This is an optimization exercise on Yosys and OpenROAD, whose aim is small area and a short achievable clock period, not a production implementation. RTL that was checked went through simulation tests only; none was proved equivalent to the original. Function not checked in runs 1 and 3 to 5: the RTL went through the layout flow alone. Power and IR drop assume default switching activity.

[flow/config.mk]
export PLATFORM = sky130hd
export DESIGN_NAME = fp_mul
export DESIGN_NICKNAME = fp_mul
export VERILOG_FILES = /design/flow/design.v
export SDC_FILE = /design/flow/constraint.sdc
export NUM_CORES = 4
export LEC_CHECK = 0
export CAP_MARGIN = 20
export CORE_MARGIN = 2
export CORE_UTILIZATION = 40
export SETUP_SLACK_MARGIN = 1.9
export SLEW_MARGIN = 20
export SYNTH_HIERARCHICAL = 1
export SYNTH_MINIMUM_KEEP_SIZE = 0
[flow/constraint.sdc]
create_clock -name core_clock -period 5.3 [get_ports {clk}]
set_input_delay 1.0600 -clock core_clock [delete_from_list [all_inputs] [get_ports {clk}]]
set_output_delay 1.0600 -clock core_clock [all_outputs]
set_load 0.01 [all_outputs]
[flow/standard.sh]
#!/bin/bash
# synth_recipe.tcl (not shown) runs the flow's synth.tcl, then flattens the netlist and writes it again
# the make line also repeats each setting of config.mk as NAME=value (left out here)
make -C /OpenROAD-flow-scripts/flow DESIGN_CONFIG=/design/flow/config.mk WORK_HOME=/design/flow/orfs CLKGATE_MAP_FILE= SYNTH_SCRIPT=/design/flow/synth_recipe.tcl "${@:-finish}"
[flow/flow/run.sh]
#!/bin/bash
# The standard layout (the standard.sh) with two changes: plain buf_1
# cells as the input and output port buffers instead of the ones
# buffer_ports picks, and clock tree synthesis without dummy load cells.
export BUFFER_PORTS_ARGS="-buffer_cell sky130_fd_sc_hd__buf_1"
export CTS_ARGS="-sink_clustering_enable -repair_clock_nets -buf_list sky130_fd_sc_hd__clkbuf_8 -dont_use_dummy_load"
bash standard.sh > standard.log 2>&1
[flow/design.v]
module fp1(a, one, two, neg, rx, ry);
input wire [10:0] a;
input wire [5:0] one, two;
input wire [4:0] neg;
wire [4:0] nneg = ~neg;
output wire [20:0] rx, ry;
wire pp_0_0;
wire pp_0_1;
wire pp_0_2;
wire pp_0_3;
wire pp_0_4;
wire pp_0_5;
wire pp_0_6;
wire pp_0_7;
wire pp_0_8;
wire pp_0_9;
wire pp_0_10;
wire pp_0_11;
wire pp_1_0;
wire pp_1_1;
wire pp_1_2;
wire pp_1_3;
wire pp_1_4;
wire pp_1_5;
wire pp_1_6;
wire pp_1_7;
wire pp_1_8;
wire pp_1_9;
wire pp_1_10;
wire pp_1_11;
wire pp_2_0;
wire pp_2_1;
wire pp_2_2;
wire pp_2_3;
wire pp_2_4;
wire pp_2_5;
wire pp_2_6;
wire pp_2_7;
wire pp_2_8;
wire pp_2_9;
wire pp_2_10;
wire pp_2_11;
wire pp_3_0;
wire pp_3_1;
wire pp_3_2;
wire pp_3_3;
wire pp_3_4;
wire pp_3_5;
wire pp_3_6;
wire pp_3_7;
wire pp_3_8;
wire pp_3_9;
wire pp_3_10;
wire pp_3_11;
wire pp_4_0;
wire pp_4_1;
wire pp_4_2;
wire pp_4_3;
wire pp_4_4;
wire pp_4_5;
wire pp_4_6;
wire pp_4_7;
wire pp_4_8;
wire pp_4_9;
wire pp_4_10;
wire pp_4_11;
wire pp_5_0;
wire pp_5_1;
wire pp_5_2;
wire pp_5_3;
wire pp_5_4;
wire pp_5_5;
wire pp_5_6;
wire pp_5_7;
wire pp_5_8;
wire pp_5_9;
wire pp_5_10;
wire hs0;
wire hc0;
wire hs1;
wire hc1;
wire hs2;
wire hc2;
wire fs0;
wire fc0;
wire hs3;
wire hc3;
wire fs1;
wire fc1;
wire hs4;
wire hc4;
wire fs2;
wire fc2;
wire fs3;
wire fc3;
wire hs5;
wire hc5;
wire fs4;
wire fc4;
wire fs5;
wire fc5;
wire hs6;
wire hc6;
wire fs6;
wire fc6;
wire fs7;
wire fc7;
wire fs8;
wire fc8;
wire hs7;
wire hc7;
wire fs9;
wire fc9;
wire fs10;
wire fc10;
wire fs11;
wire fc11;
wire fs12;
wire fc12;
wire fs13;
wire fc13;
wire fs14;
wire fc14;
wire fs15;
wire fc15;
wire fs16;
wire fc16;
wire fs17;
wire fc17;
wire fs18;
wire fc18;
wire fs19;
wire fc19;
wire fs20;
wire fc20;
wire fs21;
wire fc21;
wire fs22;
wire fc22;
wire fs23;
wire fc23;
wire fs24;
wire fc24;
wire fs25;
wire fc25;
wire fs26;
wire fc26;
wire fs27;
wire fc27;
wire fs28;
wire fc28;
wire fs29;
wire fc29;
wire fs30;
wire fc30;
wire fs31;
wire fc31;
wire pp_2_11_n;
wire fs32;
wire fc32;
wire fs33;
wire fc33;
wire fs34;
wire fc34;
wire fs35;
wire fc35;
wire fs36;
wire fc36;
wire fs37;
wire fc37;
wire pp_3_11_n;
wire fs38;
wire fc38;
wire fs39;
wire fc39;
wire fs40;
wire fc40;
wire fs41;
wire fc41;
wire pp_4_11_n;
wire fs42;
wire fc42;
wire fs43;
wire fc43;
assign pp_0_0 = (one[0] & a[0]) ^ neg[0];
assign pp_0_1 = ((one[0] & a[1]) | (two[0] & a[0])) ^ neg[0];
assign pp_0_2 = ((one[0] & a[2]) | (two[0] & a[1])) ^ neg[0];
assign pp_0_3 = ((one[0] & a[3]) | (two[0] & a[2])) ^ neg[0];
assign pp_0_4 = ((one[0] & a[4]) | (two[0] & a[3])) ^ neg[0];
assign pp_0_5 = ((one[0] & a[5]) | (two[0] & a[4])) ^ neg[0];
assign pp_0_6 = ((one[0] & a[6]) | (two[0] & a[5])) ^ neg[0];
assign pp_0_7 = ((one[0] & a[7]) | (two[0] & a[6])) ^ neg[0];
assign pp_0_8 = ((one[0] & a[8]) | (two[0] & a[7])) ^ neg[0];
assign pp_0_9 = ((one[0] & a[9]) | (two[0] & a[8])) ^ neg[0];
assign pp_0_10 = ((one[0] & a[10]) | (two[0] & a[9])) ^ neg[0];
assign pp_0_11 = (two[0] & a[10]) ^ neg[0];
assign pp_1_0 = (one[1] & a[0]) ^ neg[1];
assign pp_1_1 = ((one[1] & a[1]) | (two[1] & a[0])) ^ neg[1];
assign pp_1_2 = ((one[1] & a[2]) | (two[1] & a[1])) ^ neg[1];
assign pp_1_3 = ((one[1] & a[3]) | (two[1] & a[2])) ^ neg[1];
assign pp_1_4 = ((one[1] & a[4]) | (two[1] & a[3])) ^ neg[1];
assign pp_1_5 = ((one[1] & a[5]) | (two[1] & a[4])) ^ neg[1];
assign pp_1_6 = ((one[1] & a[6]) | (two[1] & a[5])) ^ neg[1];
assign pp_1_7 = ((one[1] & a[7]) | (two[1] & a[6])) ^ neg[1];
assign pp_1_8 = ((one[1] & a[8]) | (two[1] & a[7])) ^ neg[1];
assign pp_1_9 = ((one[1] & a[9]) | (two[1] & a[8])) ^ neg[1];
assign pp_1_10 = ((one[1] & a[10]) | (two[1] & a[9])) ^ neg[1];
assign pp_1_11 = (two[1] & a[10]) ^ neg[1];
assign pp_2_0 = (one[2] & a[0]) ^ neg[2];
assign pp_2_1 = ((one[2] & a[1]) | (two[2] & a[0])) ^ neg[2];
assign pp_2_2 = ((one[2] & a[2]) | (two[2] & a[1])) ^ neg[2];
assign pp_2_3 = ((one[2] & a[3]) | (two[2] & a[2])) ^ neg[2];
assign pp_2_4 = ((one[2] & a[4]) | (two[2] & a[3])) ^ neg[2];
assign pp_2_5 = ((one[2] & a[5]) | (two[2] & a[4])) ^ neg[2];
assign pp_2_6 = ((one[2] & a[6]) | (two[2] & a[5])) ^ neg[2];
assign pp_2_7 = ((one[2] & a[7]) | (two[2] & a[6])) ^ neg[2];
assign pp_2_8 = ((one[2] & a[8]) | (two[2] & a[7])) ^ neg[2];
assign pp_2_9 = ((one[2] & a[9]) | (two[2] & a[8])) ^ neg[2];
assign pp_2_10 = ((one[2] & a[10]) | (two[2] & a[9])) ^ neg[2];
assign pp_2_11 = (two[2] & a[10]) ^ neg[2];
assign pp_3_0 = (one[3] & a[0]) ^ neg[3];
assign pp_3_1 = ((one[3] & a[1]) | (two[3] & a[0])) ^ neg[3];
assign pp_3_2 = ((one[3] & a[2]) | (two[3] & a[1])) ^ neg[3];
assign pp_3_3 = ((one[3] & a[3]) | (two[3] & a[2])) ^ neg[3];
assign pp_3_4 = ((one[3] & a[4]) | (two[3] & a[3])) ^ neg[3];
assign pp_3_5 = ((one[3] & a[5]) | (two[3] & a[4])) ^ neg[3];
assign pp_3_6 = ((one[3] & a[6]) | (two[3] & a[5])) ^ neg[3];
assign pp_3_7 = ((one[3] & a[7]) | (two[3] & a[6])) ^ neg[3];
assign pp_3_8 = ((one[3] & a[8]) | (two[3] & a[7])) ^ neg[3];
assign pp_3_9 = ((one[3] & a[9]) | (two[3] & a[8])) ^ neg[3];
assign pp_3_10 = ((one[3] & a[10]) | (two[3] & a[9])) ^ neg[3];
assign pp_3_11 = (two[3] & a[10]) ^ neg[3];
assign pp_4_0 = (one[4] & a[0]) ^ neg[4];
assign pp_4_1 = ((one[4] & a[1]) | (two[4] & a[0])) ^ neg[4];
assign pp_4_2 = ((one[4] & a[2]) | (two[4] & a[1])) ^ neg[4];
assign pp_4_3 = ((one[4] & a[3]) | (two[4] & a[2])) ^ neg[4];
assign pp_4_4 = ((one[4] & a[4]) | (two[4] & a[3])) ^ neg[4];
assign pp_4_5 = ((one[4] & a[5]) | (two[4] & a[4])) ^ neg[4];
assign pp_4_6 = ((one[4] & a[6]) | (two[4] & a[5])) ^ neg[4];
assign pp_4_7 = ((one[4] & a[7]) | (two[4] & a[6])) ^ neg[4];
assign pp_4_8 = ((one[4] & a[8]) | (two[4] & a[7])) ^ neg[4];
assign pp_4_9 = ((one[4] & a[9]) | (two[4] & a[8])) ^ neg[4];
assign pp_4_10 = ((one[4] & a[10]) | (two[4] & a[9])) ^ neg[4];
assign pp_4_11 = (two[4] & a[10]) ^ neg[4];
assign pp_5_0 = (one[5] & a[0]);
assign pp_5_1 = ((one[5] & a[1]) | (two[5] & a[0]));
assign pp_5_2 = ((one[5] & a[2]) | (two[5] & a[1]));
assign pp_5_3 = ((one[5] & a[3]) | (two[5] & a[2]));
assign pp_5_4 = ((one[5] & a[4]) | (two[5] & a[3]));
assign pp_5_5 = ((one[5] & a[5]) | (two[5] & a[4]));
assign pp_5_6 = ((one[5] & a[6]) | (two[5] & a[5]));
assign pp_5_7 = ((one[5] & a[7]) | (two[5] & a[6]));
assign pp_5_8 = ((one[5] & a[8]) | (two[5] & a[7]));
assign pp_5_9 = ((one[5] & a[9]) | (two[5] & a[8]));
assign pp_5_10 = ((one[5] & a[10]) | (two[5] & a[9]));
ha_c u_h0(.a(neg[1]), .b(pp_0_2), .s(hs0), .co(hc0));
ha_c u_h1(.a(pp_0_3), .b(pp_1_1), .s(hs1), .co(hc1));
ha_c u_h2(.a(neg[2]), .b(pp_0_4), .s(hs2), .co(hc2));
fa_c u_f0(.a(pp_1_2), .b(pp_2_0), .c(hc1), .s(fs0), .co(fc0));
ha_c u_h3(.a(pp_0_5), .b(pp_1_3), .s(hs3), .co(hc3));
fa_c u_f1(.a(pp_2_1), .b(hc2), .c(hs3), .s(fs1), .co(fc1));
ha_c u_h4(.a(neg[3]), .b(pp_0_6), .s(hs4), .co(hc4));
fa_c u_f2(.a(pp_1_4), .b(pp_2_2), .c(pp_3_0), .s(fs2), .co(fc2));
fa_c u_f3(.a(hc3), .b(hs4), .c(fs2), .s(fs3), .co(fc3));
ha_c u_h5(.a(pp_0_7), .b(pp_1_5), .s(hs5), .co(hc5));
fa_c u_f4(.a(pp_2_3), .b(pp_3_1), .c(hc4), .s(fs4), .co(fc4));
fa_c u_f5(.a(hs5), .b(fc2), .c(fs4), .s(fs5), .co(fc5));
ha_c u_h6(.a(neg[4]), .b(pp_0_8), .s(hs6), .co(hc6));
fa_c u_f6(.a(pp_1_6), .b(pp_2_4), .c(pp_3_2), .s(fs6), .co(fc6));
fa_c u_f7(.a(pp_4_0), .b(hc5), .c(hs6), .s(fs7), .co(fc7));
fa_c u_f8(.a(fs6), .b(fc4), .c(fs7), .s(fs8), .co(fc8));
ha_c u_h7(.a(pp_0_9), .b(pp_1_7), .s(hs7), .co(hc7));
fa_c u_f9(.a(pp_2_5), .b(pp_3_3), .c(pp_4_1), .s(fs9), .co(fc9));
fa_c u_f10(.a(hc6), .b(hs7), .c(fc6), .s(fs10), .co(fc10));
fa_c u_f11(.a(fs9), .b(fc7), .c(fs10), .s(fs11), .co(fc11));
fa_c u_f12(.a(pp_0_10), .b(pp_1_8), .c(pp_2_6), .s(fs12), .co(fc12));
fa_c u_f13(.a(pp_3_4), .b(pp_4_2), .c(pp_5_0), .s(fs13), .co(fc13));
fa_c u_f14(.a(hc7), .b(fc9), .c(fs12), .s(fs14), .co(fc14));
fa_c u_f15(.a(fs13), .b(fc10), .c(fs14), .s(fs15), .co(fc15));
fa_c u_f16(.a(pp_0_11), .b(pp_1_9), .c(pp_2_7), .s(fs16), .co(fc16));
fa_c u_f17(.a(pp_3_5), .b(pp_4_3), .c(pp_5_1), .s(fs17), .co(fc17));
fa_c u_f18(.a(fc12), .b(fc13), .c(fs16), .s(fs18), .co(fc18));
fa_c u_f19(.a(fs17), .b(fc14), .c(fs18), .s(fs19), .co(fc19));
fa_c u_f20(.a(neg[0]), .b(pp_1_10), .c(pp_2_8), .s(fs20), .co(fc20));
fa_c u_f21(.a(pp_3_6), .b(pp_4_4), .c(pp_5_2), .s(fs21), .co(fc21));
fa_c u_f22(.a(fc16), .b(fc17), .c(fs20), .s(fs22), .co(fc22));
fa_c u_f23(.a(fs21), .b(fc18), .c(fs22), .s(fs23), .co(fc23));
fa_c u_f24(.a(neg[0]), .b(pp_1_11), .c(pp_2_9), .s(fs24), .co(fc24));
fa_c u_f25(.a(pp_3_7), .b(pp_4_5), .c(pp_5_3), .s(fs25), .co(fc25));
fa_c u_f26(.a(fc20), .b(fc21), .c(fs24), .s(fs26), .co(fc26));
fa_c u_f27(.a(fs25), .b(fc22), .c(fs26), .s(fs27), .co(fc27));
fa_c u_f28(.a(nneg[1]), .b(nneg[0]), .c(pp_2_10), .s(fs28), .co(fc28));
fa_c u_f29(.a(pp_3_8), .b(pp_4_6), .c(pp_5_4), .s(fs29), .co(fc29));
fa_c u_f30(.a(fc24), .b(fs28), .c(fc25), .s(fs30), .co(fc30));
fa_c u_f31(.a(fs29), .b(fc26), .c(fs30), .s(fs31), .co(fc31));
assign pp_2_11_n = ~pp_2_11;
fa_c u_f32(.a(pp_3_9), .b(pp_4_7), .c(pp_5_5), .s(fs32), .co(fc32));
fa_c u_f33(.a(pp_2_11_n), .b(fc28), .c(fc29), .s(fs33), .co(fc33));
fa_c u_f34(.a(fs32), .b(fc30), .c(fs33), .s(fs34), .co(fc34));
fa_c u_f35(.a(nneg[2]), .b(pp_3_10), .c(pp_4_8), .s(fs35), .co(fc35));
fa_c u_f36(.a(pp_5_6), .b(pp_2_11), .c(fc32), .s(fs36), .co(fc36));
fa_c u_f37(.a(fs35), .b(fc33), .c(fs36), .s(fs37), .co(fc37));
assign pp_3_11_n = ~pp_3_11;
fa_c u_f38(.a(pp_4_9), .b(pp_5_7), .c(pp_3_11_n), .s(fs38), .co(fc38));
fa_c u_f39(.a(fc35), .b(fs38), .c(fc36), .s(fs39), .co(fc39));
fa_c u_f40(.a(nneg[3]), .b(pp_4_10), .c(pp_5_8), .s(fs40), .co(fc40));
fa_c u_f41(.a(pp_3_11), .b(fc38), .c(fs40), .s(fs41), .co(fc41));
assign pp_4_11_n = ~pp_4_11;
fa_c u_f42(.a(pp_5_9), .b(pp_4_11_n), .c(fc40), .s(fs42), .co(fc42));
fa_c u_f43(.a(nneg[4]), .b(pp_5_10), .c(pp_4_11), .s(fs43), .co(fc43));
assign rx = {fs43, fs42, fs41, fs39, fc34, fc31, fc27, fc23, fc19, fc15, fc11, fc8, fc5, fc3, fc1, fc0, hs2, hc0, pp_1_0, pp_0_1, neg[0]};
assign ry = {fc42, fc41, fc39, fc37, fs37, fs34, fs31, fs27, fs23, fs19, fs15, fs11, fs8, fs5, fs3, fs1, fs0, hs1, hs0, 1'b0, pp_0_0};
endmodule
module fa_c(a, b, c, s, co);
input wire a, b, c;
output wire s, co;
assign s = a ^ b ^ c;
assign co = (a & b) | (c & (a ^ b));
endmodule
module ha_c(a, b, s, co);
input wire a, b;
output wire s, co;
assign s = a ^ b;
assign co = a & b;
endmodule
module ha1_c(a, b, s, co);
input wire a, b;
output wire s, co;
assign s = ~(a ^ b);
assign co = a | b;
endmodule
module fp2(s, e, sign, fp_result, under, over);
input wire [20:9] s;
input wire [4:0] e;
input wire sign;
output wire [15:0] fp_result;
output wire under, over;
wire [4:0] e_inc = e + 5'd1;
wire u0 = e > 5'd24;
wire u1 = (e > 5'd23) && (e != 5'd31);    
wire [4:0] te = s[20] ? e : e_inc;
wire [10:0] ts = s[20] ? s[19:9] : s[20:10];
assign fp_result = {sign, te[3:0], ts};
assign under = s[20] ? u0 : u1;
assign over = te[4];
endmodule
module fp_mul(clk, op1, op2, result, under, over);
input wire clk;
input wire [15:0] op1, op2;
output wire [15:0] result;
output wire under, over;
wire [13:0] bx = {2'b00, op2[10:0], 1'b0};
wire [5:0] one_d, two_d;
wire [4:0] neg_d;
genvar i;
generate for (i = 0; i < 6; i = i + 1) begin : g_booth
	assign one_d[i] = bx[2*i+1] ^ bx[2*i];
	assign two_d[i] = (bx[2*i+2] & ~bx[2*i+1] & ~bx[2*i]) | (~bx[2*i+2] & bx[2*i+1] & bx[2*i]);
	if (i < 5) begin : g_neg
		assign neg_d[i] = bx[2*i+2];
	end
end endgenerate
reg [10:0] sa;
reg [5:0] bone, btwo;
reg [4:0] bneg;
reg [4:0] e1;
reg sg1;
always @(posedge clk)
begin
	sa <= op1[10:0];
	bone <= one_d;
	btwo <= two_d;
	bneg <= neg_d;
	e1 <= {1'b0, op1[14:11]} + {1'b0, op2[14:11]} - 5'd7;
	sg1 <= op1[15] ^ op2[15];
end
wire [20:0] rx, ry;
fp1 stage1(.a(sa), .one(bone), .two(btwo), .neg(bneg), .rx(rx), .ry(ry));
wire [20:0] px = rx, py = ry;
wire [15:0] lo = {1'b0, px[14:0]} + {1'b0, py[14:0]};
wire [5:0] h0 = px[20:15] + py[20:15];
wire [6:0] h1w = {px[20:15], 1'b1} + {py[20:15], 1'b1};
wire [5:0] h1 = h1w[6:1];    
reg [5:0] h0r, h1r;
reg hc;
reg [5:0] lo2;
reg [4:0] e2;
reg sg2;
always @(posedge clk)
begin
	h0r <= h0;
	h1r <= h1;
	hc <= lo[15];
	lo2 <= lo[14:9];
	e2 <= e1;
	sg2 <= sg1;
end
wire [5:0] hi = hc ? h1r : h0r;
wire [20:9] s = {hi, lo2};
fp2 stage2(.s(s), .e(e2), .sign(sg2), .fp_result(result), .under(under), .over(over));
endmodule
==> run notes, run 1 <==
Status -> no timing/DRC/antenna violations
Final period util -> 66.4%
Syn_nets -> 648
Area growth syn-to-layout -> 3.42%
Worst-Skew Late Latency -> 0.33 ns
RSZ-0062 raised after global routing -> yes
Synthesized flop and latch total -> 59
DR vias -> 3,469
Internal power -> 2.03 mW
Share of cells above drive strength 1 -> 21.2%
DRC -> 0
Die X-Extent -> 121 um
Placed cell count -> 671
Fmax -> 0.284 GHz
Worst slew margin -> 61.8%
PortBufs -> 50
Largest net degree at the start of global routing -> 19
Clock slew at reported path FFs -> 0.06 ns
Cell area after layout -> 5670 um2
Worst Path Arrival -> 3.75 ns
Number of max-cap violations -> 0
Final global-route overflow total -> 0
Part of the power in registers -> 18.8%
Initial DRT Pass Iterations -> 4
Number of hold violations in the final report -> 0
GRT Util Overall -> 14.8%
Cell Area, Synth -> 5490 um2
CTS Sinks -> 59
Setup WS post-layout -> 1.78 ns
Max clock buf depth -> 2
Io pins -> 51
Post-synth top flop -> dfxtp_1
Initial Utilization -> 41.3%
Minimum setup slack among reg-to-reg paths -> 1.78 ns
Kind of critical path -> register to register
EDFF count, synth -> 0
Number of fill cells -> 1,290
Area of the multi-input gates -> 3710 um2
PwrDens -> 641 nW/um2
Sequential fraction of the synthesis area -> 21.5%
Final setup fails -> 0
Max Clock Skew -> 0.0171 ns
Flip-flop and latch area -> 1270 um2
Sw Share -> 44.0%
CTS Hold Buffers Added -> 0
Routed wire length per instance -> 14.9 um
Routed wire length -> 10.2 mm
Pre-CTS WS -> 1.42 ns
Synth unique cells -> 50
Detail Route Antenna Nets -> 0
Asr flop ratio synth -> 0%
CORE AREA -> 13,300 um2
Slew at the pin closest to its max-slew limit -> 0.569 ns
Clock share of power -> 8.0%
Area post-placement -> 5270 um2
Vias in the first global route -> 3,509
Fin crit period -> 3.52 ns
First-pass GRT wire length -> 17.3 mm
Max Slew Vio Count -> 0
Nature of the critical path endpoint -> register
H-tree Lvls -> 3
Antenna cells -> 0
Num CTS Buffers -> 9
Psw -> 1.60 mW
Root buffer cell -> clkbuf_8
Post-Synthesis Cells -> 529
Max IR drop VDD -> 0.274 mV
Post-route insts no fill -> 686
Setup TNS -> 0 ns
HP Class -> register to register
Antenna violations before repair -> 0
HPWL Detailed -> 7.94 mm
Startpoint Class -> register
Synthesized area per cell -> 10.4 um2
Die height -> 121 um
Clock tree from TritonCTS -> yes
Lkg Pwr -> 2.20 nW
GPL Wtd Cong -> 0.890
Iter 0 DRT Violations -> 142
Max Fanout on Critical Path -> 12
Final net count -> 631
Via-to-Cell Ratio -> 5.06
Logic pwr share -> 73.2%
CP Data Required Time -> 5.52 ns
Std-Cell Rows -> 42
Die area -> 14,700 um2
Warnings, synthesis -> 7
-- registers in the layout (all words and copies together), names as in the netlist --
signal  cells
h1r         6
lo2         6
e2          5
sg1         1
bneg        5
btwo        6
e1          5
h0r         6
bone        6
sg2         1
hc          1
sa         11
-- cell families (layout without fill, tap and decap cells) --
logic type	after synthesis	in the layout	share of synthesized area (%)
adders and majority gates	86	86	26.0
buffers and inverters	114	95	14.3
DFF	59	59	21.5
other	1	1	0.0684
AOI/OAI and AO/OA	108	108	14.5
and+or+nand+nor	55	55	5.41
xor gates and xnor gates	86	86	13.7
muxes	20	20	4.40
-- final cells by class --
type / count / share of cell area (%)
Clock buffer: 9 / 2.18
Sequential cell: 59 / 22.4
Timing Repair Buffer: 56 / 4.10
Multi-Input combinational cell: 356 / 65.4
Tap cell: 176 / 3.88
Inverter: 30 / 1.99
-- power by group through the flow --
stage | clock [mW] | combinational, mW | sequential [mW]
2_1_floorplan | 0 | 2.30 | 0.628
3_3_place_gp | 0 | 2.35 | 0.690
3_5_place_dp | 0 | 2.38 | 0.695
4_1_cts | 0.309 | 2.55 | 0.683
5_1_grt | 0.323 | 2.97 | 0.699
6_report | 0.292 | 2.66 | 0.684
-- final timing paths --
kind,startpoint,end,cells past startpoint
max,sa[8]$_DFF_P_,lo2[5]$_DFF_P_,10
min reg2reg,e1[4]$_DFF_P_,e2[4]$_DFF_P_,0
max reg2reg,sa[8]$_DFF_P_,lo2[5]$_DFF_P_,10
min,e1[4]$_DFF_P_,e2[4]$_DFF_P_,0
-- synthesized netlist by cell type, drive strengths merged (3+ instances only) --
library cell,count,share of area (%)
a21o,7,0.96
a21oi,16,1.5
a22o,10,1.6
a22oi,50,7.3
a31oi,4,0.46
buf,78,12
clkbuf,6,0.48
dfxtp,59,22
fa,47,17
ha,39,8.9
inv,30,2.1
mux2,18,4.0
nand2,19,1.3
nand2b,5,0.57
nand3,6,0.64
nand3b,4,0.55
nor2,5,0.34
nor4,3,0.34
o21ai,11,1.0
xnor2,79,13
xor2,7,1.1
-- metal layers --
layer | wire [um] | vias to the layer above | GRT usage [%]
met2 | 4580 | 103 | 22.1
met3 | 574 | 10 | 3.71
met1 | 4970 | 1646 | 21.0
li1 | - | 1710 | -
met4 | 94 | 0 | 4.14
met5 | 0 | - | 0
-- repair_timing --
item / CTS / global route
buffers inserted: 4 / 2
pin swaps: 7 / 6
setup endpoints to repair: 13 / 10
resized for setup: 56 / 26
-- stage by stage --
stage	utilization, %	hold slack, ns	power (mW)
floorplan	-	0.310	2.93
global placement	39.6	0.310	3.04
detailed placement	39.6	0.312	3.07
CTS	41.8	0.324	3.55
global route	42.7	0.330	3.99
finish	42.7	0.323	3.63
-- worst max-delay path, cell delays in order (launching register included) --
cell,delay [ns]
dfxtp_4,0.45
a22oi_2,0.12
xnor2_2,0.17
fa_1,0.51
fa_1,0.54
fa_1,0.45
ha_4,0.31
and4_4,0.21
nand2_2,0.07
o311a_1,0.30
nor4_2,0.30
-- per-module statistics from Yosys, one instance, submodules excluded --
module / area (um2) / copies in the design
fa_c: 20.0 / 44
fp1: 1710 / 1
fp2: 330 / 1
fp_mul: 2460 / 1
ha_c: 12.5 / 8
-- cells in the final DEF, fill, tap and decap left out, types with 3 or more instances in the layout --
cell type | Yosys | routed
nand3_1 | 5 | 5
fa_1 | 47 | 38
dfxtp_1 | 59 | 33
a21o_1 | 7 | 7
xnor2_1 | 79 | 75
fa_2 | 0 | 9
nand3b_1 | 4 | 4
nor2_1 | 5 | 5
a21oi_1 | 16 | 14
buf_4 | 48 | 6
xnor2_2 | 0 | 4
xor2_1 | 7 | 7
o21ai_0 | 11 | 10
clkbuf_8 | 0 | 9
a31oi_1 | 4 | 3
mux2_4 | 5 | 5
a22oi_1 | 45 | 35
ha_1 | 39 | 33
nand2b_1 | 5 | 5
dfxtp_2 | 0 | 3
ha_2 | 0 | 3
inv_1 | 30 | 30
a22o_1 | 8 | 8
a22oi_2 | 5 | 15
dfxtp_4 | 0 | 23
nand2_1 | 18 | 17
mux2_2 | 13 | 13
buf_1 | 0 | 50
ha_4 | 0 | 3
==> inputs of run 2 (changes only) <==
--- a/flow/design.v
+++ b/flow/design.v
@@ -378,24 +378,21 @@
 fp1 stage1(.a(sa), .one(bone), .two(btwo), .neg(bneg), .rx(rx), .ry(ry));
 wire [20:0] px = rx, py = ry;
 wire [15:0] lo = {1'b0, px[14:0]} + {1'b0, py[14:0]};
-wire [5:0] h0 = px[20:15] + py[20:15];
-wire [6:0] h1w = {px[20:15], 1'b1} + {py[20:15], 1'b1};
-wire [5:0] h1 = h1w[6:1];    
-reg [5:0] h0r, h1r;
+reg [5:0] hx, hy;
 reg hc;
 reg [5:0] lo2;
 reg [4:0] e2;
 reg sg2;
 always @(posedge clk)
 begin
-	h0r <= h0;
-	h1r <= h1;
+	hx <= px[20:15];
+	hy <= py[20:15];
 	hc <= lo[15];
 	lo2 <= lo[14:9];
 	e2 <= e1;
 	sg2 <= sg1;
 end
-wire [5:0] hi = hc ? h1r : h0r;
+wire [5:0] hi = hx + hy + hc;
 wire [20:9] s = {hi, lo2};
 fp2 stage2(.s(s), .e(e2), .sign(sg2), .fp_result(result), .under(under), .over(over));
 endmodule
==> flow/flow/run.sh (replaced) <==
#!/bin/bash
# The standard layout (the standard.sh) with two changes: plain buf_1
# cells as the input and output port buffers instead of the ones
# buffer_ports picks, and clock tree synthesis without dummy load cells.
export BUFFER_PORTS_ARGS="-buffer_cell sky130_fd_sc_hd__buf_1"
export CTS_ARGS="-repair_clock_nets -buf_list sky130_fd_sc_hd__clkbuf_8 -dont_use_dummy_load"
bash standard.sh > standard.log 2>&1
--- a/flow/config.mk
+++ b/flow/config.mk
@@ -8,7 +8,7 @@
 export CAP_MARGIN = 20
 export CORE_MARGIN = 2
 export CORE_UTILIZATION = 40
-export SETUP_SLACK_MARGIN = 1.9
+export SETUP_SLACK_MARGIN = 1.7
 export SLEW_MARGIN = 20
 export SYNTH_HIERARCHICAL = 1
 export SYNTH_MINIMUM_KEEP_SIZE = 0
==> run 2 against run 1 <==
  * Critical endpoint is now result[5]
  * Clock power grew 2%
  * Critical path depth unchanged
  * Die area is 3.7% lower
  * Still clean
  * Largest power group unchanged
  * Setup slack lost 0.028 ns
  * Synthesized area down 3.8%
==> run notes, run 2 <==
Routed wire length -> 9.91 mm (-3.1%)
Sequential fraction of the synthesis area -> 22.4% (+0.86 points)
Vias in the first global route -> 3,425 (-2.4%)
Biggest area consumer among synthesized cells -> dfxtp_1
Setup TNS -> 0 ns (unchanged)
Placed cell count -> 647 (-3.6%)
Number of max-cap violations -> 0 (unchanged)
CTS Hold Buffers Added -> 0 (unchanged)
Cell Area, Synth -> 5280 um2 (-3.8%)
Detail Route Antenna Nets -> 0 (unchanged)
Status -> no timing/DRC/antenna violations
Post-Synthesis Cells -> 502 (-5.1%)
Synth unique cells -> 48 (-4.0%)
Clock tree from TritonCTS -> yes
Initial DRT Pass Iterations -> 4 (unchanged)
Final global-route overflow total -> 0 (unchanged)
CTS Sinks -> 59 (unchanged)
Lkg Pwr -> 2.24 nW (+1.9%)
Nature of the critical path endpoint -> primary output
Largest net degree at the start of global routing -> 18 (-1)
Cell area after layout -> 5480 um2 (-3.4%)
Max clock buf depth -> 2 (unchanged)
Iter 0 DRT Violations -> 197 (+39%)
Kind of critical path -> register to primary output
Die area -> 14,100 um2 (-3.7%)
Clock slew at reported path FFs -> 0.05 ns (about the same)
Post-layout util -> 43.1% (+0.42 points)
Routed wire length per instance -> 14.9 um (+0.27%)
Logic pwr share -> 73.1% (about the same)
Root buffer cell -> clkbuf_8
Worst Path Arrival -> 2.49 ns (-1.26 ns)
Post-synth top flop -> dfxtp_1
Minimum setup slack among reg-to-reg paths -> 1.86 ns (+0.08 ns)
Largest Register -> sa
Io pins -> 51 (unchanged)
Largest cells by area after synthesis -> dfxtp_1, fa_1, xnor2_1
PwrDens -> 652 nW/um2 (+1.8%)
Top cells by count, synth -> xnor2_1, dfxtp_1, buf_4, fa_1, a22oi_1
PortBufs -> 50 (unchanged)
Fmax -> 0.282 GHz (-0.78%)
First-pass GRT wire length -> 16.7 mm (-3.6%)
Fin crit period -> 3.55 ns (+0.0278 ns)
Syn_nets -> 619 (-4.5%)
Clock share of power -> 8.4% (+0.4 points)
Std-Cell Rows -> 41 (-2.4%)
Max FFs per register -> 11 (unchanged)
Asr flop ratio synth -> 0% (unchanged)
Part of the power in registers -> 18.5% (-0.3 points)
Antenna violations before repair -> 0 (unchanged)
HP Class -> register to register
H-tree Lvls -> 3 (unchanged)
Warnings, synthesis -> 7 (unchanged)
Die X-Extent -> 119 um (-1.9%)
CP Data Required Time -> 4.24 ns (-1.28 ns)
CORE AREA -> 12,700 um2 (-4.3%)
Max Fanout on Critical Path -> 5 (-7)
Synthesized area per cell -> 10.5 um2 (+1.3%)
Number of hold violations in the final report -> 0 (unchanged)
RSZ-0062 raised after global routing -> yes
WHS -> 0.324 ns (+0.000837 ns)
Startpoint Class -> register
Internal power -> 2.09 mW (+2.5%)
Sw Share -> 41.7% (-2.4 points)
Share of cells above drive strength 1 -> 19.3% (-1.8 points)
Psw -> 1.49 mW (-6.9%)
HPWL Detailed -> 7.49 mm (-5.7%)
Area growth syn-to-layout -> 3.91%
Die height -> 119 um (-1.9%)
Worst-Skew Late Latency -> 0.34 ns (about the same)
Final setup fails -> 0 (unchanged)
Via-to-Cell Ratio -> 5.06 (about the same)
Commonest non-fill, non-tap cell in the layout -> xnor2_1
GPL Wtd Cong -> 0.864 (-2.9%)
Max Clock Skew -> 0.0175 ns (+0.000397 ns)
Synthesized flop and latch total -> 59 (unchanged)
Max Slew Vio Count -> 0 (unchanged)
Post-route insts no fill -> 663 (-3.4%)
Final period util -> 66.9% (+0.52 points)
Final net count -> 610 (-3.3%)
Max IR drop VDD -> 0.300 mV (+9.4%)
Top-area cell type share of the netlist area -> 22.4% (+0.86 points)
DRC -> 0 (unchanged)
Count leader, synth -> xnor2_1
GRT Util Overall -> 14.7% (-0.069 points)
Initial Utilization -> 41.5% (+0.21 points)
Num CTS Buffers -> 9 (unchanged)
Antenna cells -> 0 (unchanged)
DR vias -> 3,356 (-3.3%)
Area post-placement -> 5050 um2 (-4.1%)
Commonest non-fill, non-tap cells in the layout -> xnor2_1, fa_1, a22oi_1
EDFF count, synth -> 0 (unchanged)
-- run 2: stage by stage --
step | total power, mW | setup slack, ns
after detailed placement | 2.82 | 1.46
after floorplan | 2.64 | 1.86
after CTS | 3.30 | 1.69
after global routing | 3.94 | 1.61
final | 3.57 | 1.75
after global placement | 2.78 | 1.51
-- run 2: timing repair --
action | in CTS | in global routing
cloned | 2 | 0
pin swaps | 3 | 6
endpoints found under the setup margin | 23 | 23
gates resized for setup | 34 | 68
setup buffers | 2 | 3
-- run 2: per-module statistics from Yosys (local to each module, per instance) --
module	area (um2)	times used	flops+latches	cells inside
fa_c	20.0	44	0	1
fp_mul	2250	1	59	202
fp2	330	1	0	33
fp1	1710	1	0	215
ha_c	12.5	8	0	1
-- run 2: routing by layer --
metal	track usage, %	vias up	part of all wire (%)	wire length [um]
li1	-	1630	-	-
met1	19.8	1612	47	4620
met2	23.7	108	46	4560
met3	3.21	6	6.7	663
met4	4.32	0	0.74	73
met5	0	-	0	0
-- run 2: final cells by class --
class	count	area, um2
Fill cell	1275	7240
Multi-Input combinational cell	341	3440
Sequential cell	59	1250
Timing Repair Buffer	58	358
Tap cell	172	215
Clock buffer	9	124
Inverter	24	90.1
-- run 2: kinds of logic after synthesis --
family,after synthesis,synth area share (%)
AO/OA/AOI/OAI,102,15.0
XOR/XNOR,81,13.4
adder cells (fa/ha/maj),84,26.6
buffers and inverters,102,13.9
flip-flops,59,22.4
multiplexers,13,3.11
other,1,0.0711
AND/OR/NAND/NOR,60,5.53
-- run 2: power groups by stage --
stage / Sequential, mW / Clock, mW / Combinational, mW
6_report: 0.662 / 0.299 / 2.61
5_1_grt: 0.676 / 0.334 / 2.93
4_1_cts: 0.662 / 0.315 / 2.33
3_5_place_dp: 0.669 / 0 / 2.15
3_3_place_gp: 0.666 / 0 / 2.11
2_1_floorplan: 0.612 / 0 / 2.03
-- run 2: worst paths after layout --
kind | endpoint | depth (start not counted) | from
worst max-delay path | result[5] | 10 | hx[1]$_DFF_P_
worst min-delay path | e2[1]$_DFF_P_ | 0 | e1[1]$_DFF_P_
worst max register to register | hc$_DFF_P_ | 9 | sa[8]$_DFF_P_
worst min register to register | e2[1]$_DFF_P_ | 0 | e1[1]$_DFF_P_
-- run 2: worst max-delay path: stages, from the launching register on --
cell and delay, ns:
dfxtp_2 0.32, ha_1 0.28, nor2b_4 0.13, o21ai_2 0.17, a21boi_2 0.10, o211a_1 0.23
nor3b_2 0.20, buf_6 0.16, buf_8 0.14, mux2_4 0.31, buf_6 0.12
==> inputs of run 3 (changes only) <==
--- a/flow/design.v
+++ b/flow/design.v
@@ -377,22 +377,25 @@
 wire [20:0] rx, ry;
 fp1 stage1(.a(sa), .one(bone), .two(btwo), .neg(bneg), .rx(rx), .ry(ry));
 wire [20:0] px = rx, py = ry;
-wire [15:0] lo = {1'b0, px[14:0]} + {1'b0, py[14:0]};
-reg [5:0] hx, hy;
+wire [12:0] lo = {1'b0, px[11:0]} + {1'b0, py[11:0]};
+wire [8:0] h0 = px[20:12] + py[20:12];
+wire [9:0] h1w = {px[20:12], 1'b1} + {py[20:12], 1'b1};
+wire [8:0] h1 = h1w[9:1];    
+reg [8:0] h0r, h1r;
 reg hc;
-reg [5:0] lo2;
+reg [2:0] lo2;
 reg [4:0] e2;
 reg sg2;
 always @(posedge clk)
 begin
-	hx <= px[20:15];
-	hy <= py[20:15];
-	hc <= lo[15];
-	lo2 <= lo[14:9];
+	h0r <= h0;
+	h1r <= h1;
+	hc <= lo[12];
+	lo2 <= lo[11:9];
 	e2 <= e1;
 	sg2 <= sg1;
 end
-wire [5:0] hi = hx + hy + hc;
+wire [8:0] hi = hc ? h1r : h0r;
 wire [20:9] s = {hi, lo2};
 fp2 stage2(.s(s), .e(e2), .sign(sg2), .fp_result(result), .under(under), .over(over));
 endmodule
==> flow/flow/run.sh (replaced) <==
#!/bin/bash
# The standard layout (the standard.sh) with two changes: plain buf_1
# cells as the input and output port buffers instead of the ones
# buffer_ports picks, and clock tree synthesis without dummy load cells.
export BUFFER_PORTS_ARGS="-buffer_cell sky130_fd_sc_hd__buf_1"
export CTS_ARGS="-sink_clustering_enable -repair_clock_nets -buf_list sky130_fd_sc_hd__clkbuf_8 -dont_use_dummy_load"
bash standard.sh > standard.log 2>&1
==> run 3 against run 2 <==
  * Global-route usage up 0.17 points
  * Setup slack worse by 0.095 ns
  * Largest cell class unchanged
  * Sequential power up 9.8%
  * Cell count up 7.4%
  * Die area up 5.4%
==> run notes, run 3 <==
Number of max-cap violations -> 0 (unchanged)
WHS -> 0.306 ns (-0.0182 ns)
Root buffer cell -> clkbuf_8
Worst Path Arrival -> 3.86 ns (+1.37 ns)
Syn_nets -> 652 (+5.3%)
HP Class -> register to register
Sequential fraction of the synthesis area -> 22.3% (-0.10 points)
PwrDens -> 642 nW/um2 (-1.6%)
CP Launch Point -> sa[6]$_DFF_P_
Largest regs -> sa (11), h0r (9), h1r (9)
Worst-Skew Late Latency -> 0.35 ns (about the same)
Setup WS post-layout -> 1.66 ns (-0.0949 ns)
Fin crit period -> 3.64 ns (+0.0949 ns)
Post-synth top flop -> dfxtp_1
HPWL Detailed -> 7.77 mm (+3.8%)
Antenna cells -> 0 (unchanged)
GPL Wtd Cong -> 0.911 (+5.4%)
Final global-route overflow total -> 0 (unchanged)
First-pass GRT wire length -> 17.7 mm (+5.9%)
CTS Hold Buffers Added -> 0 (unchanged)
Internal power -> 2.13 mW (+2.1%)
H-tree Lvls -> 3 (unchanged)
Synthesized flop and latch total -> 62 (+5.1%)
Final net count -> 653 (+7.0%)
Max Slew Vio Count -> 0 (unchanged)
Routed wire length -> 10.5 mm (+6.0%)
RR Startpoint -> sa[6]$_DFF_P_
Iter 0 DRT Violations -> 188 (-4.6%)
Number of fill cells -> 1,299 (+1.9%)
Initial Utilization -> 40.6% (-0.87 points)
Setup TNS -> 0 ns (unchanged)
Via-to-Cell Ratio -> 4.97 (-1.8%)
Top cells by count, synth -> xnor2_1, dfxtp_1, buf_4, fa_1, a22oi_1
Largest cells by area after synthesis -> dfxtp_1, fa_1, xnor2_1
Detail Route Antenna Nets -> 0 (unchanged)
Warnings, synthesis -> 7 (unchanged)
CORE AREA -> 13,700 um2 (+7.8%)
Highest Signal Layer -> met4
Share of cells above drive strength 1 -> 23.5% (+4.1 points)
WL met1 -> 4.96 mm (+7.4%)
Asr flop ratio synth -> 0% (unchanged)
Max clock buf depth -> 2 (unchanged)
Clock tree from TritonCTS -> yes
Die area -> 14,900 um2 (+5.4%)
Status -> no timing/DRC/antenna violations
Synthesized area per cell -> 10.4 um2 (-0.57%)
Area post-placement -> 5320 um2 (+5.4%)
Clock slew at reported path FFs -> 0.08 ns (+0.03 ns)
CP Data Required Time -> 5.51 ns (+1.27 ns)
Top-area cell type share of the netlist area -> 22.3% (-0.10 points)
Post-Synthesis Cells -> 533 (+6.2%)
Clock share of power -> 8.1% (-0.3 points)
Initial DRT Pass Iterations -> 5 (+1)
Cell Area, Synth -> 5570 um2 (+5.6%)
Fmax -> 0.274 GHz (-2.6%)
Hold wc startpoint -> e1[1]$_DFF_P_
Max Fanout on Critical Path -> 8 (+3)
Final Power -> 3.74 mW (+4.6%)
Minimum setup slack among reg-to-reg paths -> 1.66 ns (-0.20 ns)
Nature of the critical path endpoint -> register
Hold Path Cell Cnt -> 0 (unchanged)
Io pins -> 51 (unchanged)
Std-Cell Rows -> 43 (+4.9%)
Part of the power in registers -> 19.4% (+0.9 points)
R2R depth -> 12 (+3)
PortBufs -> 50 (unchanged)
Count leader, synth -> xnor2_1
DRC -> 0 (unchanged)
CTS Sinks -> 62 (+5.1%)
Vias in the first global route -> 3,707 (+8.2%)
Commonest non-fill, non-tap cells in the layout -> xnor2_1, buf_1, fa_1
Sw Share -> 43.0% (+1.4 points)
Number of hold violations in the final report -> 0 (unchanged)
Num CTS Buffers -> 9 (unchanged)
Psw -> 1.61 mW (+8.0%)
Max FFs per register -> 11 (unchanged)
Die X-Extent -> 122 um (+2.7%)
Synth unique cells -> 50 (+4.2%)
Logic pwr share -> 72.5% (-0.6 points)
Max Clock Skew -> 0.0178 ns (+0.000266 ns)
Final setup fails -> 0 (unchanged)
Die height -> 122 um (+2.7%)
EDFF count, synth -> 0 (unchanged)
Largest net degree at the start of global routing -> 19 (+1)
Met3 WL -> 655 um (-1.2%)
DR WL met2 -> 4.71 mm (+3.4%)
Biggest area consumer among synthesized cells -> dfxtp_1
Lkg Pwr -> 2.29 nW (+2.3%)
Largest Register -> sa
Antenna violations before repair -> 0 (unchanged)
Cell area after layout -> 5820 um2 (+6.3%)
GRT Util Overall -> 14.9% (+0.17 points)
Kind of critical path -> register to register
Routed wire length per instance -> 14.7 um (-1.3%)
Pre-CTS WS -> 1.23 ns (-0.226 ns)
DR vias -> 3,540 (+5.5%)
Commonest non-fill, non-tap cell in the layout -> xnor2_1
Final period util -> 68.7% (+1.8 points)
RSZ-0062 raised after global routing -> yes
Max IR drop VDD -> 0.277 mV (-7.7%)
Area growth syn-to-layout -> 4.58%
Startpoint Class -> register
-- run 3: final timing paths --
check / to
worst max-delay path: h0r[6]$_DFF_P_
worst min-delay path: e2[1]$_DFF_P_
worst max register to register: h0r[6]$_DFF_P_
worst min register to register: e2[1]$_DFF_P_
-- run 3: metrics by stage --
| stage | instances | utilization [%] |
|---|---|---|
| 3_3_place_gp | 681 | 38.8 |
| 4_1_cts | 695 | 40.6 |
| 3_5_place_dp | 681 | 38.8 |
| 6_report | 712 | 42.5 |
| 5_1_grt | 712 | 42.5 |
| 2_1_floorplan | 533 | - |
-- run 3: Yosys stat by module, one instance, submodules excluded --
module	cells	times used
fp2	33	1
fp1	215	1
ha_c	1	8
fp_mul	233	1
fa_c	1	44
-- run 3: final cells by class --
class / instances / area, um2 / share of cell area, %
flip-flops and latches: 62 / 1330 / 22.9
repair buffers: 72 / 352 / 6.04
clock buffers: 9 / 124 / 2.13
multi-input cells: 362 / 3690 / 63.3
well taps: 180 / 225 / 3.87
inverters: 27 / 101 / 1.74
-- run 3: layer usage --
metal | track usage (%) | up-vias
met1 | 20.0 | 1641
met3 | 3.60 | 20
li1 | - | 1744
met2 | 23.7 | 135
met5 | 0 | -
met4 | 4.31 | 0
-- run 3: power by group through the flow --
stage / logic [mW] / registers (mW) / clock network, mW
after floorplan: 2.26 / 0.672 / 0
after global placement: 2.33 / 0.737 / 0
after detailed placement: 2.40 / 0.743 / 0
after CTS: 2.47 / 0.730 / 0.316
after global routing: 3.07 / 0.744 / 0.335
final: 2.71 / 0.727 / 0.303
-- run 3: worst max-delay path, stage by stage (launching register included) --
cell and delay (ns):
dfxtp_4 0.38, a22oi_1 0.25, xnor2_1 0.21, fa_2 0.50, fa_1 0.39, fa_1 0.50, ha_2 0.22, fa_2 0.36
a21o_1 0.20, a21oi_2 0.17, buf_4 0.14, o21ai_2 0.05, xor2_1 0.15
-- run 3: cell families after synthesis --
family | Yosys count | synth area share (%)
buffers and inverters | 109 | 13.7
adder cells (fa/ha/maj) | 86 | 25.7
flip-flops | 62 | 22.3
XOR/XNOR | 88 | 13.8
AND/OR/NAND/NOR | 62 | 5.80
other | 1 | 0.0673
multiplexers | 23 | 4.94
AO/OA/AOI/OAI | 102 | 13.7
-- run 3: repair_timing --
action | in CTS | in global routing
endpoints found under the setup margin | 15 | 12
pin swaps | 4 | 11
buffers inserted | 5 | 17
gates resized for setup | 48 | 33
==> inputs of run 4 (changes only) <==
--- a/flow/design.v
+++ b/flow/design.v
@@ -379,9 +379,7 @@
 wire [20:0] px = rx, py = ry;
 wire [12:0] lo = {1'b0, px[11:0]} + {1'b0, py[11:0]};
 wire [8:0] h0 = px[20:12] + py[20:12];
-wire [9:0] h1w = {px[20:12], 1'b1} + {py[20:12], 1'b1};
-wire [8:0] h1 = h1w[9:1];    
-reg [8:0] h0r, h1r;
+reg [8:0] h0r;
 reg hc;
 reg [2:0] lo2;
 reg [4:0] e2;
@@ -389,13 +387,12 @@
 always @(posedge clk)
 begin
 	h0r <= h0;
-	h1r <= h1;
 	hc <= lo[12];
 	lo2 <= lo[11:9];
 	e2 <= e1;
 	sg2 <= sg1;
 end
-wire [8:0] hi = hc ? h1r : h0r;
+wire [8:0] hi = h0r + hc;
 wire [20:9] s = {hi, lo2};
 fp2 stage2(.s(s), .e(e2), .sign(sg2), .fp_result(result), .under(under), .over(over));
 endmodule
==> run 4 against run 3 <==
  * Count of clock-buffer cells in the layout shrank 4
  * Largest cell class unchanged
  * Global-route usage fell by 0.80 points
  * Critical path type unchanged
  * Die area fell by 7.5%
  * Critical path depth unchanged
==> run notes, run 4 <==
Status -> no timing/DRC/antenna violations
Synth unique cells -> 45 (-10%)
R2R depth -> 12 (unchanged)
PortBufs -> 50 (unchanged)
Top cells by count, synth -> xnor2_1, dfxtp_1, buf_4
Setup TNS -> 0 ns (unchanged)
Final net count -> 602 (-7.8%)
Warnings, synthesis -> 7 (unchanged)
Reg2Reg Capture Point -> h0r[8]$_DFF_P_
Fin crit period -> 3.63 ns (-0.0146 ns)
Area post-placement -> 4930 um2 (-7.4%)
Largest Register -> sa
CP delay by family, top -> adder cells
Biggest area consumer among synthesized cells -> dfxtp_1
PwrDens -> 514 nW/um2 (-20%)
Cell mode on critical path -> fa_1
Setup WS post-layout -> 1.67 ns (+0.0146 ns)
Fmax -> 0.276 GHz (+0.40%)
Commonest non-fill, non-tap cells in the layout -> xnor2_1, buf_1, fa_1
Largest net degree at the start of global routing -> 19 (unchanged)
GPL Wtd Cong -> 0.860 (-5.6%)
Antenna violations before repair -> 0 (unchanged)
Lkg Pwr -> 2.10 nW (-8.4%)
Final setup fails -> 0 (unchanged)
Worst-Skew Late Latency -> 0.31 ns (-0.04 ns)
First-pass GRT wire length -> 15.9 mm (-10%)
Die area -> 13,800 um2 (-7.5%)
Kind of critical path -> register to register
Slowest CP cell -> fa_1
Setup crit end -> h0r[8]$_DFF_P_
Iter 0 DRT Violations -> 194 (+3.2%)
Syn_nets -> 605 (-7.2%)
Via-to-Cell Ratio -> 4.99 (+0.38%)
Max Fanout on Critical Path -> 12 (+4)
GRT Util Overall -> 14.1% (-0.80 points)
Routed wire length -> 9.50 mm (-9.5%)
Minimum setup slack among reg-to-reg paths -> 1.67 ns (about the same)
Final global-route overflow total -> 0 (unchanged)
Initial Utilization -> 40.9% (+0.29 points)
Largest cells by area after synthesis -> dfxtp_1, fa_1, xnor2_1
WHS -> 0.334 ns (+0.0280 ns)
EDFF count, synth -> 0 (unchanged)
Number of fill cells -> 1,181 (-9.1%)
CTS Sinks -> 53 (-15%)
CP Launch Point -> sa[6]$_DFF_P_
CTS Hold Buffers Added -> 0 (unchanged)
Post-Synthesis Cells -> 486 (-8.8%)
Number of hold violations in the final report -> 0 (unchanged)
Detail Route Antenna Nets -> 0 (unchanged)
Antenna cells -> 0 (unchanged)
Commonest non-fill, non-tap cell in the layout -> xnor2_1
RR Startpoint -> sa[6]$_DFF_P_
CP Data Required Time -> 5.49 ns (-0.02 ns)
Max FFs per register -> 11 (unchanged)
Std-Cell Rows -> 41 (-4.7%)
Pre-CTS WS -> 1.35 ns (+0.120 ns)
Worst Path Arrival -> 3.81 ns (-0.05 ns)
Synthesized area per cell -> 10.6 um2 (+1.2%)
Count leader, synth -> xnor2_1
Asr flop ratio synth -> 0% (unchanged)
Startpoint Class -> register
Die height -> 117 um (-3.8%)
Root buffer cell -> clkbuf_8
Share of cells above drive strength 1 -> 20.0% (-3.5 points)
RSZ-0062 raised after global routing -> yes
Max clock buf depth -> 2 (unchanged)
DRC -> 0 (unchanged)
Number of max-cap violations -> 0 (unchanged)
Clock slew at reported path FFs -> 0.09 ns (about the same)
Sequential fraction of the synthesis area -> 20.6% (-1.6 points)
HPWL Detailed -> 7.18 mm (-7.6%)
Max Clock Skew -> 0.0167 ns (-0.00105 ns)
Critical path buffers and inverters -> 0 (-1)
Die X-Extent -> 117 um (-3.8%)
Num CTS Buffers -> 5 (-4)
Clock tree from TritonCTS -> yes
Slowest Stage Delay on Critical Path -> 0.49 ns (about the same)
Largest regs -> sa (11), h0r (9)
Nature of the critical path endpoint -> register
Cells along the critical path -> a22oi_1 -> xnor2_1 -> fa_1 -> fa_1 -> fa_1 -> ha_2 -> fa_2 -> a21o_1 -> a211oi_2 -> nor2_1 -> o22ai_1 -> xnor2_1
Initial DRT Pass Iterations -> 4 (-1)
HP Class -> register to register
Vias in the first global route -> 3,290 (-11%)
Synthesized flop and latch total -> 53 (-15%)
H-tree Lvls -> 2 (-1)
Crit path depth -> 12 (unchanged)
CORE AREA -> 12,600 um2 (-8.4%)
Cell Area, Synth -> 5140 um2 (-7.7%)
Area growth syn-to-layout -> 4.82%
Max IR drop VDD -> 0.197 mV (-29%)
Routed wire length per instance -> 14.5 um (-1.4%)
Max Slew Vio Count -> 0 (unchanged)
Cell area after layout -> 5390 um2 (-7.5%)
Final period util -> 68.5% (-0.27 points)
DR vias -> 3,259 (-7.9%)
Io pins -> 51 (unchanged)
Top-area cell type share of the netlist area -> 20.6% (-1.6 points)
Post-synth top flop -> dfxtp_1
run 4: cell types whose count changed after synthesis, sizes merged, moves of 3 or more:
| cell | change |
|---|---|
| a211oi | +4 |
| buf | -3 |
| nand4 | -3 |
| mux2 | -9 |
| xnor2 | +3 |
| nand3 | +5 |
| o21ai | -7 |
| nand2 | -6 |
| dfxtp | -9 |
| inv | -7 |
| a21oi | -12 |
run 4: report_power, final:
| group | internal, mW | switching (mW) | leakage, nW | total, mW |
|---|---|---|---|---|
| Combinational | 0.997 | 0.963 | 1.61 | 1.96 |
| Sequential | 0.509 | 0.0985 | 0.456 | 0.608 |
| Clock | 0.0852 | 0.114 | 0.0359 | 0.199 |
| Total | 1.59 | 1.18 | 2.10 | 2.77 |
run 4: routing by layer:
metal	part of all wire [%]	up-vias	routed length [um]	GRT usage [%]
met5	0	-	0	0
met4	2.1	0	201	5.35
met3	5.6	17	532	3.02
met2	45	105	4310	22.2
met1	47	1550	4450	18.9
li1	-	1587	-	-
run 4: cells by family after synthesis:
group                    count (synthesis)  synth area share (%)
buffers and inverters                   98                  14.0
XOR/XNOR                                91                  15.5
adder cells (fa/ha/maj)                 86                  27.7
AO/OA/AOI/OAI                           86                  13.3
AND/OR/NAND/NOR                         59                  5.87
flip-flops                              53                  20.6
multiplexers                            12                  2.99
other                                    1                0.0730
run 4: timing repair:
| action | in CTS | in global routing |
|---|---|---|
| endpoints found under the hold margin | 0 | 0 |
| endpoints found under the setup margin | 22 | 21 |
| pin swaps | 1 | 11 |
| gates resized for setup | 45 | 32 |
| buffers inserted | 3 | 14 |
run 4: how the worst min path moves through the flow:
| stage | cells past startpoint | slack, ns | end | from |
|---|---|---|---|---|
| finish | 0 | 0.33 | e2[1]$_DFF_P_ | e1[1]$_DFF_P_ |
| global route | 0 | 0.35 | e2[1]$_DFF_P_ | e1[1]$_DFF_P_ |
| CTS | 0 | 0.34 | e2[1]$_DFF_P_ | e1[1]$_DFF_P_ |
| detailed placement | 0 | 0.31 | e2[1]$_DFF_P_ | e1[1]$_DFF_P_ |
| global placement | 0 | 0.31 | e2[0]$_DFF_P_ | e1[0]$_DFF_P_ |
| floorplan | 0 | 0.31 | e2[0]$_DFF_P_ | e1[0]$_DFF_P_ |
run 4: through the flow:
step / instances / util, % / power (mW)
2_1_floorplan: 486 / - / 2.30
3_3_place_gp: 631 / 39.2 / 2.36
3_5_place_dp: 631 / 39.2 / 2.38
4_1_cts: 639 / 40.7 / 2.61
5_1_grt: 653 / 42.9 / 3.05
6_report: 653 / 42.9 / 2.77
run 4: cell type report:
type	instances	area (um2)	area share, %
Multi-Input combinational cell	335	3520	65.4
Sequential cell	53	1150	21.4
Timing Repair Buffer	68	353	6.55
Tap cell	172	215	4.00
Inverter	20	75.1	1.39
Clock buffer	5	68.8	1.28
run 4: worst register-to-register path: stages, from the launching register on:
cell	delay, ns
dfxtp_4	0.40
a22oi_1	0.24
xnor2_1	0.18
fa_1	0.48
fa_1	0.42
fa_1	0.49
ha_2	0.21
fa_2	0.35
a21o_1	0.20
a211oi_2	0.19
nor2_1	0.08
o22ai_1	0.18
xnor2_1	0.09
run 4: Yosys stat by module (local to each module, per instance):
module	flops+latches	copies in the design	cell area [um2]	cells
fa_c	0	44	20.0	1
fp1	0	1	1710	215
fp2	0	1	330	33
fp_mul	53	1	2120	186
ha_c	0	8	12.5	1
==> inputs of run 5 (changes only) <==
--- a/flow/design.v
+++ b/flow/design.v
@@ -377,22 +377,20 @@
 wire [20:0] rx, ry;
 fp1 stage1(.a(sa), .one(bone), .two(btwo), .neg(bneg), .rx(rx), .ry(ry));
 wire [20:0] px = rx, py = ry;
-wire [12:0] lo = {1'b0, px[11:0]} + {1'b0, py[11:0]};
-wire [8:0] h0 = px[20:12] + py[20:12];
-reg [8:0] h0r;
+wire [9:0] lo = {1'b0, px[8:0]} + {1'b0, py[8:0]};
+wire [11:0] h0 = px[20:9] + py[20:9];
+reg [11:0] h0r;
 reg hc;
-reg [2:0] lo2;
 reg [4:0] e2;
 reg sg2;
 always @(posedge clk)
 begin
 	h0r <= h0;
-	hc <= lo[12];
-	lo2 <= lo[11:9];
+	hc <= lo[9];
 	e2 <= e1;
 	sg2 <= sg1;
 end
-wire [8:0] hi = h0r + hc;
-wire [20:9] s = {hi, lo2};
+wire [11:0] hi = h0r + hc;
+wire [20:9] s = hi;
 fp2 stage2(.s(s), .e(e2), .sign(sg2), .fp_result(result), .under(under), .over(over));
 endmodule
==> run 5 against run 4 <==
  * Sequential share of layout area shrank 0.88 points
  * Utilization is 1.3 points higher
  * Global-route usage is 0.54 points lower
  * Clock skew is 0.0050 ns higher
  * Worst hold slack got worse by 0.0013 ns
  * Synthesized area is 1.8% higher
  * Sequential power up 0.8%
==> run notes, run 5 <==
Share of cells above drive strength 1 -> 23.8% (+3.8 points)
Final setup fails -> 0 (unchanged)
Asr flop ratio synth -> 0% (unchanged)
Area growth syn-to-layout -> 6.91%
Status -> no timing/DRC/antenna violations
Sequential fraction of the synthesis area -> 20.3% (-0.37 points)
Post-Synthesis Cells -> 496 (+2.1%)
Max Fanout on Critical Path -> 5 (-7)
Fin crit period -> 3.71 ns (+0.0795 ns)
Antenna cells -> 0 (unchanged)
CTS Sinks -> 53 (unchanged)
Count leader, synth -> xnor2_1
Via-to-Cell Ratio -> 5.04 (+1.0%)
CORE AREA -> 12,700 um2 (+0.82%)
Vias in the first global route -> 3,337 (+1.4%)
PortBufs -> 50 (unchanged)
H-tree Lvls -> 2 (unchanged)
Number of hold violations in the final report -> 0 (unchanged)
Biggest area consumer among synthesized cells -> dfxtp_1
Post-Synth Simple-Gate Area -> 5.71% (-0.15 points)
DR vias -> 3,394 (+4.1%)
Nature of the critical path endpoint -> register
Max FFs per register -> 12 (+1)
Die area -> 14,000 um2 (+1.8%)
Warnings, synthesis -> 7 (unchanged)
Commonest non-fill, non-tap cells in the layout -> xnor2_1, buf_1, fa_1
Setup TNS -> 0 ns (unchanged)
Antenna violations before repair -> 0 (unchanged)
CP Data Required Time -> 5.47 ns (-0.02 ns)
Max clock buf depth -> 2 (unchanged)
Max Slew Vio Count -> 0 (unchanged)
Final net count -> 622 (+3.3%)
Synth Area in Adders -> 27.2% (-0.50 points)
Routed wire length -> 9.54 mm (+0.43%)
Die X-Extent -> 118 um (+0.88%)
Largest cells by area after synthesis -> dfxtp_1, fa_1, xnor2_1
Io pins -> 51 (unchanged)
Initial Utilization -> 41.3% (+0.41 points)
RSZ-0062 raised after global routing -> yes
Largest regs -> h0r (12), sa (11)
Number of max-cap violations -> 0 (unchanged)
Max IR drop VDD -> 0.282 mV (+43%)
Initial DRT Pass Iterations -> 4 (unchanged)
Multiplexer share of the synthesized area -> 2.94% (-0.054 points)
Pre-CTS WS -> 1.26 ns (-0.0950 ns)
Final period util -> 70.0% (+1.5 points)
Setup WS post-layout -> 1.59 ns (-0.0795 ns)
Iter 0 DRT Violations -> 122 (-37%)
Synthesized flop and latch total -> 53 (unchanged)
Std-Cell Rows -> 41 (unchanged)
Kind of critical path -> register to register
Largest Register -> h0r
Top cells by count, synth -> xnor2_1, dfxtp_1, buf_4
Post-synth top flop -> dfxtp_1
WHS -> 0.332 ns (-0.00132 ns)
Cell Area, Synth -> 5230 um2 (+1.8%)
Detail Route Antenna Nets -> 0 (unchanged)
First-pass GRT wire length -> 15.7 mm (-1.3%)
Synthesized area per cell -> 10.5 um2 (-0.23%)
GPL Wtd Cong -> 0.898 (+4.4%)
GRT Util Overall -> 13.5% (-0.54 points)
Commonest non-fill, non-tap cell in the layout -> xnor2_1
Cell area after layout -> 5590 um2 (+3.9%)
Clock tree from TritonCTS -> yes
Die height -> 118 um (+0.88%)
Main combinational cell family by area after synthesis -> adder cells
HPWL Detailed -> 7.18 mm (about the same)
DRC -> 0 (unchanged)
Max Clock Skew -> 0.0217 ns (+0.00498 ns)
Routed wire length per instance -> 14.2 um (-2.6%)
Post-Synth XOR/XNOR Area -> 15.7% (+0.22 points)
Startpoint Class -> register
Area post-placement -> 5050 um2 (+2.4%)
Clock slew at reported path FFs -> 0.09 ns (about the same)
Worst-Skew Late Latency -> 0.31 ns (about the same)
Post-synthesis compound-gate area fraction -> 14.5% (+1.2 points)
Num CTS Buffers -> 5 (unchanged)
Lkg Pwr -> 2.19 nW (+4.1%)
Largest net degree at the start of global routing -> 19 (unchanged)
PwrDens -> 584 nW/um2 (+14%)
Syn_nets -> 615 (+1.7%)
Root buffer cell -> clkbuf_8
HP Class -> register to register
EDFF count, synth -> 0 (unchanged)
Final Power -> 3.26 mW (+18%)
Worst Path Arrival -> 3.88 ns (+0.07 ns)
Final global-route overflow total -> 0 (unchanged)
Synth unique cells -> 47 (+4.4%)
Fmax -> 0.270 GHz (-2.1%)
Top-area cell type share of the netlist area -> 20.3% (-0.37 points)
## run 5: cell count changes after synthesis, moves of 2 or more
cell / before / now
a211oi_1: 3 / 1
a21o_1: 3 / 5
a21oi_1: 4 / 12
and3_1: 2 / 5
inv_1: 20 / 18
nand4_1: 0 / 3
nor2_1: 12 / 5
nor3_1: 4 / 2
o21ai_0: 6 / 8
xnor2_1: 79 / 81
## run 5: cells by family (layout without fill, tap and decap cells)
group           count (synthesis)  in the layout
compound gates                 97             97
xor+xnor                       94             94
fa+ha+maj                      86             86
buf+inv                        97            102
flops                          53             53
mux                            12             12
other cells                     1              1
simple gates                   56             56
## run 5: final timing paths
check                        end  slack (ns)  depth (start not counted)     startpoint
setup reg to reg  h0r[8]$_DFF_P_        1.59                         12  sa[1]$_DFF_P_
setup / recovery  h0r[8]$_DFF_P_        1.59                         12  sa[1]$_DFF_P_
hold reg to reg    e2[0]$_DFF_P_        0.33                          0  e1[0]$_DFF_P_
hold / removal     e2[0]$_DFF_P_        0.33                          0  e1[0]$_DFF_P_
## run 5: final cells by class
type,instances,area [um2]
flip-flops and latches,53,1150
well taps,172,215
fillers,1248,7080
inverters,18,67.6
repair buffers,79,413
clock buffers,5,68.8
multi-input cells,346,3680
## run 5: per-module statistics from Yosys, one instance, submodules excluded
| module | flops+latches | area [um2] | copies in the design | cells |
|---|---|---|---|---|
| fp1 | 0 | 1710 | 1 | 215 |
| fa_c | 0 | 20.0 | 44 | 1 |
| fp2 | 0 | 330 | 1 | 33 |
| ha_c | 0 | 12.5 | 8 | 1 |
| fp_mul | 53 | 2210 | 1 | 196 |
## run 5: worst max-delay path, stage by stage, from the launching register on
cell and delay (ns):
dfxtp_4 0.38, a22oi_2 0.23, xnor2_2 0.10, fa_2 0.41
fa_1 0.50, fa_1 0.42, ha_2 0.20, fa_2 0.39
a211oi_4 0.28, o21bai_2 0.12, a2111oi_2 0.30, nor3_1 0.09
xor2_1 0.14
## run 5: repair_timing
item                                    in CTS  in global routing
gates cloned                                 0                  0
pin swaps                                   11                 18
buffers inserted                             7                 20
gates resized for setup                     58                 23
endpoints found under the setup margin      24                 21
hold buffers                                 0                  0
## run 5: metrics by stage
step | util, % | instances
3_5_place_dp | 39.8 | 641
2_1_floorplan | - | 496
3_3_place_gp | 39.8 | 641
6_report | 44.1 | 673
5_1_grt | 44.1 | 673
4_1_cts | 42.0 | 653
## run 5: routing by layer
| metal | part of all wire, % | vias to the layer above | track usage [%] | routed length, um |
|---|---|---|---|---|
| met1 | 46 | 1632 | 18.1 | 4380 |
| met3 | 5.1 | 12 | 2.08 | 482 |
| li1 | - | 1654 | - | - |
| met5 | 0 | - | 0 | 0 |
| met2 | 48 | 96 | 23.0 | 4540 |
| met4 | 1.4 | 0 | 2.90 | 133 |
## run 5: report_power, final
part / leakage (nW) / switching (mW) / internal, mW / total, mW
combinational: 1.70 / 1.15 / 1.30 / 2.45
sequential: 0.455 / 0.102 / 0.511 / 0.613
clock: 0.0359 / 0.113 / 0.0853 / 0.199

-- port drivers added, routing unchanged --
The flow's constraints put no driver on any port. The routed layouts listed below were extracted and timed again, unchanged, in two steps. Step 1, drivers: a clkbuf_16 drives clk and a buf_2 each remaining input, both assumed. Step 2 adds t to the input delays and takes it off the output delays; t is the mean of the earliest and latest rising clock arrival at the registers after step 1. Input paths then give back, and output paths get back, about the clock's delay inside the block. Three values: ideal, step 1, step 2; two values: the first two.
| run | t (ns) | setup slack, ns | hold WS [ns] | worst setup path after step 2 | cell pins on the clock port's net |
|---|---|---|---|---|---|
| run 1 | 0.358 | 1.779 / 1.779 / 1.779 | 0.323 / 0.323 / 0.323 | register to register | 1 |
| run 2 | 0.364 | 1.752 / 1.718 / 1.857 | 0.324 / 0.324 / 0.324 | register to register | 1 |
| run 3 | 0.367 | 1.657 / 1.657 / 1.657 | 0.306 / 0.306 / 0.306 | register to register | 1 |
| run 4 | 0.337 | 1.671 / 1.671 / 1.671 | 0.334 / 0.334 / 0.334 | register to register | 1 |
| run 5 | 0.326 | 1.592 / 1.592 / 1.592 | 0.332 / 0.332 / 0.332 | register to register | 1 |
After both steps every run listed still meets setup and hold.
